What follows belongs to an exercise in optimizing a design on an open flow for small area, a short achievable clock period and few clock cycles per item; a production flow would make more cautious choices. The RTL was checked by simulation tests, not by an equivalence proof against the original design.

==> flow/design.v <==
module square_root_float (
    input clk, rst,
    input start,
    input [31:0] u,
    output [31:0] out,
    output done, neg_flag
);
    reg        busy;
    reg  [4:0] cnt;          
    reg        hor;          
    reg        cpy;          
    reg  [3:0] shx;          
    reg  [3:0] shy_b;        
    reg        xinv, xcin;   
    reg        yinv;         
    reg        fill;         
    reg [24:0] X;
    reg        X25;
    reg [24:0] Y;
    reg  [7:0] e_out;
    reg        sgn, spec;
    wire [7:0]  E = u[30:23];
    wire [22:0] M = u[22:0];
    wire        m_zero = (M == 23'd0);
    wire        zero = (E == 8'd0) & m_zero;
    wire        one  = E[0] & m_zero;
    wire [8:0]  e_sum = 9'd127 + {1'b0, E};
    always @(posedge clk) begin
        sgn   <= u[31];
        spec  <= zero | one;
        e_out <= zero ? 8'd0 : e_sum[8:1];
    end
    wire [25:0] v  = E[0] ? {3'b001, M} : {2'b01, M, 1'b0};
    wire [25:0] x0 = v + 26'h020_0000;
    wire [25:0] y0 = v - 26'h020_0000;
    wire signed [24:0] y_h  = {fill, Y[24:1]};
    wire        [24:0] x_h  = {X25, X[24:1]};
    wire        [24:0] y_sh = y_h >>> shx;
    wire        [24:0] x_sh = x_h >> (~shy_b);
    wire [25:0] xs = {X, 1'b1} + {y_sh ^ {25{xinv}}, xcin};
    wire [25:0] ys = {Y, 1'b1} + {x_sh ^ {25{yinv}}, yinv};
    wire [24:0] xadd = xs[25:1];
    wire [24:0] yadd = ys[25:1];
    always @(posedge clk) begin
        if (!busy) begin
            X   <= x0[24:0];
            X25 <= x0[25];
            Y   <= y0[24:0];
        end else begin
            X   <= hor ? X : xadd;
            X25 <= 1'b0;
            Y   <= cpy ? xadd : yadd;
        end
    end
    wire fin = (cnt == 5'd27) | ((cnt == 5'd1) & (sgn | spec));
    assign done     = busy & fin;
    assign neg_flag = sgn;
    assign out      = {sgn, e_out, Y[22:0] & {23{~spec}}};
    wire [4:0] cnt_n = busy ? cnt + 5'd1 : 5'd1;
    wire       hor_n = (cnt_n >= 5'd19);
    wire       cpy_n = (cnt_n >= 5'd18);
    reg [3:0] sh_n;
    reg       hinv_n;
    always @(*) begin
        hinv_n = 1'b0;
        case (cnt_n)
            5'd1:  sh_n = 4'd0;    
            5'd2:  sh_n = 4'd1;
            5'd3:  sh_n = 4'd2;
            5'd4:  sh_n = 4'd3;
            5'd5:  sh_n = 4'd3;    
            5'd6:  sh_n = 4'd4;
            5'd7:  sh_n = 4'd5;
            5'd8:  sh_n = 4'd6;
            5'd9:  sh_n = 4'd7;
            5'd10: sh_n = 4'd8;
            5'd11: sh_n = 4'd9;
            5'd12: sh_n = 4'd10;
            5'd13: sh_n = 4'd11;
            5'd14: sh_n = 4'd12;
            5'd15: sh_n = 4'd12;   
            5'd16: sh_n = 4'd13;
            5'd17: sh_n = 4'd14;
            5'd18: sh_n = 4'd15;   
            5'd19: sh_n = 4'd3;    
            5'd20: begin sh_n = 4'd1; hinv_n = 1'b1; end   
            5'd21: begin sh_n = 4'd3; hinv_n = 1'b1; end   
            5'd22: sh_n = 4'd2;    
            5'd23: sh_n = 4'd1;    
            5'd24: begin sh_n = 4'd1; hinv_n = 1'b1; end   
            5'd25: begin sh_n = 4'd1; hinv_n = 1'b1; end   
            default: sh_n = 4'd1;  
        endcase
    end
    wire yneg_n = busy & yadd[24];
    always @(posedge clk) begin
        hor   <= hor_n;
        cpy   <= cpy_n;
        shx   <= sh_n;
        shy_b <= ~sh_n;
        xinv  <= hor_n ? hinv_n : ~yneg_n;
        xcin  <= ~hor_n & ~yneg_n;
        yinv  <= ~yneg_n;
        fill  <= ~hor_n & yneg_n;
    end
    always @(posedge clk, posedge rst) begin
        if (rst) begin
            busy <= 1'b0;
            cnt  <= 5'd0;
        end else begin
            cnt <= cnt_n;
            if (!busy)
                busy <= start;
            else if (fin)
                busy <= 1'b0;
        end
    end
endmodule
Settings: LEC_CHECK=0, CAP_MARGIN=50, CORE_MARGIN=2, CORE_UTILIZATION=40, SLEW_MARGIN=70; clock period 11.0 ns.
run.sh (not shown) runs the stock make flow with config.mk's settings and CLKGATE_MAP_FILE= SYNTH_SCRIPT=/design/flow/synth_recipe.tcl, a recipe that flattens the netlist after the stock synthesis.
Testbench counts at the start, summed over its fixed seeds: cycles 44,800, items 1,600.
==> next run, changes <==
==> flow/flow/run.sh (new file) <==
#!/bin/bash
# Standard ORFS layout (the standard.sh, unchanged synthesis), with the
# timing repair after floorplan, CTS and global routing asked to leave a
# setup slack margin, so that it sizes and buffers the critical paths.
set -euo pipefail
bash standard.sh SETUP_SLACK_MARGIN=7 finish > standard.log 2>&1
==> flow/standard.sh (new file) <==
#!/bin/bash
# synth_recipe.tcl (not shown) runs the flow's synth.tcl, then flattens the netlist and writes it again
# the make line also repeats each setting of config.mk as NAME=value (left out here)
make -C /OpenROAD-flow-scripts/flow DESIGN_CONFIG=/design/flow/config.mk WORK_HOME=/design/flow/orfs CLKGATE_MAP_FILE= SYNTH_SCRIPT=/design/flow/synth_recipe.tcl "${@:-finish}"
removed: flow/run.sh
Non-clock buffer count rises by 37. Via count grows by a few percent. Sequential share of layout area drops by 1.6 points. Routed wire length climbs by a little under a tenth. Design area rose by roughly a tenth. Utilization rises by 4.9 points. Area after synthesis is unchanged. Count of clock-buffer cells in the layout decreases by 1.
==> next run, changes <==
--- a/flow/flow/run.sh
+++ b/flow/flow/run.sh
@@ -4,3 +4,3 @@
 # setup slack margin, so that it sizes and buffers the critical paths.
 set -euo pipefail
-bash standard.sh SETUP_SLACK_MARGIN=7 finish > standard.log 2>&1
+bash standard.sh SETUP_SLACK_MARGIN=6.3 finish > standard.log 2>&1
Effect:
- worst hold slack degrades by 0.046 ns
- first-iteration DRC count grows by 6.6%
- clock-buffer cell count grows by 1
==> next run, changes <==
==> flow/run.sh (new file) <==
#!/bin/bash
# synth_recipe.tcl (not shown) runs the flow's synth.tcl, then flattens the netlist and writes it again
# the make line also repeats each setting of config.mk as NAME=value (left out here)
make -C /OpenROAD-flow-scripts/flow DESIGN_CONFIG=/design/flow/config.mk WORK_HOME=/design/flow/orfs CLKGATE_MAP_FILE= SYNTH_SCRIPT=/design/flow/synth_recipe.tcl finish
- CAP_MARGIN: 50 -> 80
- SLEW_MARGIN: 70 -> 90
removed: flow/flow/run.sh
removed: flow/standard.sh
- With this change the flow ended with an error in detailed placement with DPL-0038
- synthesized area stays the same
- synthesized cell count stays the same

port drivers added, routing unchanged:
In the flow no input, the clock included, has a driving cell. The finished layouts below were timed again as built, in two steps. Step 1: set_driving_cell puts a clkbuf_16 on clk and a buf_2 on each other input, an assumption about the parent block. Step 2 times the ports against the registers' clock, not the clock port: input delays grow and output delays shrink by t, the midpoint of the rising clock arrivals with the driver on. Slacks: ideal ports / drivers / drivers and shift; pairs: ideal ports / drivers.
run | t, ns | slack for setup (ns) | worst setup path at the end | worst register clock-pin slew, ns | cell pins on the clock port's net
the first run | 0.388 | 6.267 / 6.267 / 6.267 | register to register | 0.07 / 0.07 | 1
the second run | 0.386 | 6.819 / 6.819 / 6.752 | input to register | 0.08 / 0.08 | 1
the third run | 0.385 | 6.511 / 6.469 / 6.517 | register to register | 0.07 / 0.07 | 1
After both steps setup and hold are still met in every run listed. The setup slack of the second run, which loses most, moves by 0.000 ns with the drivers and by -0.067 ns with both steps.
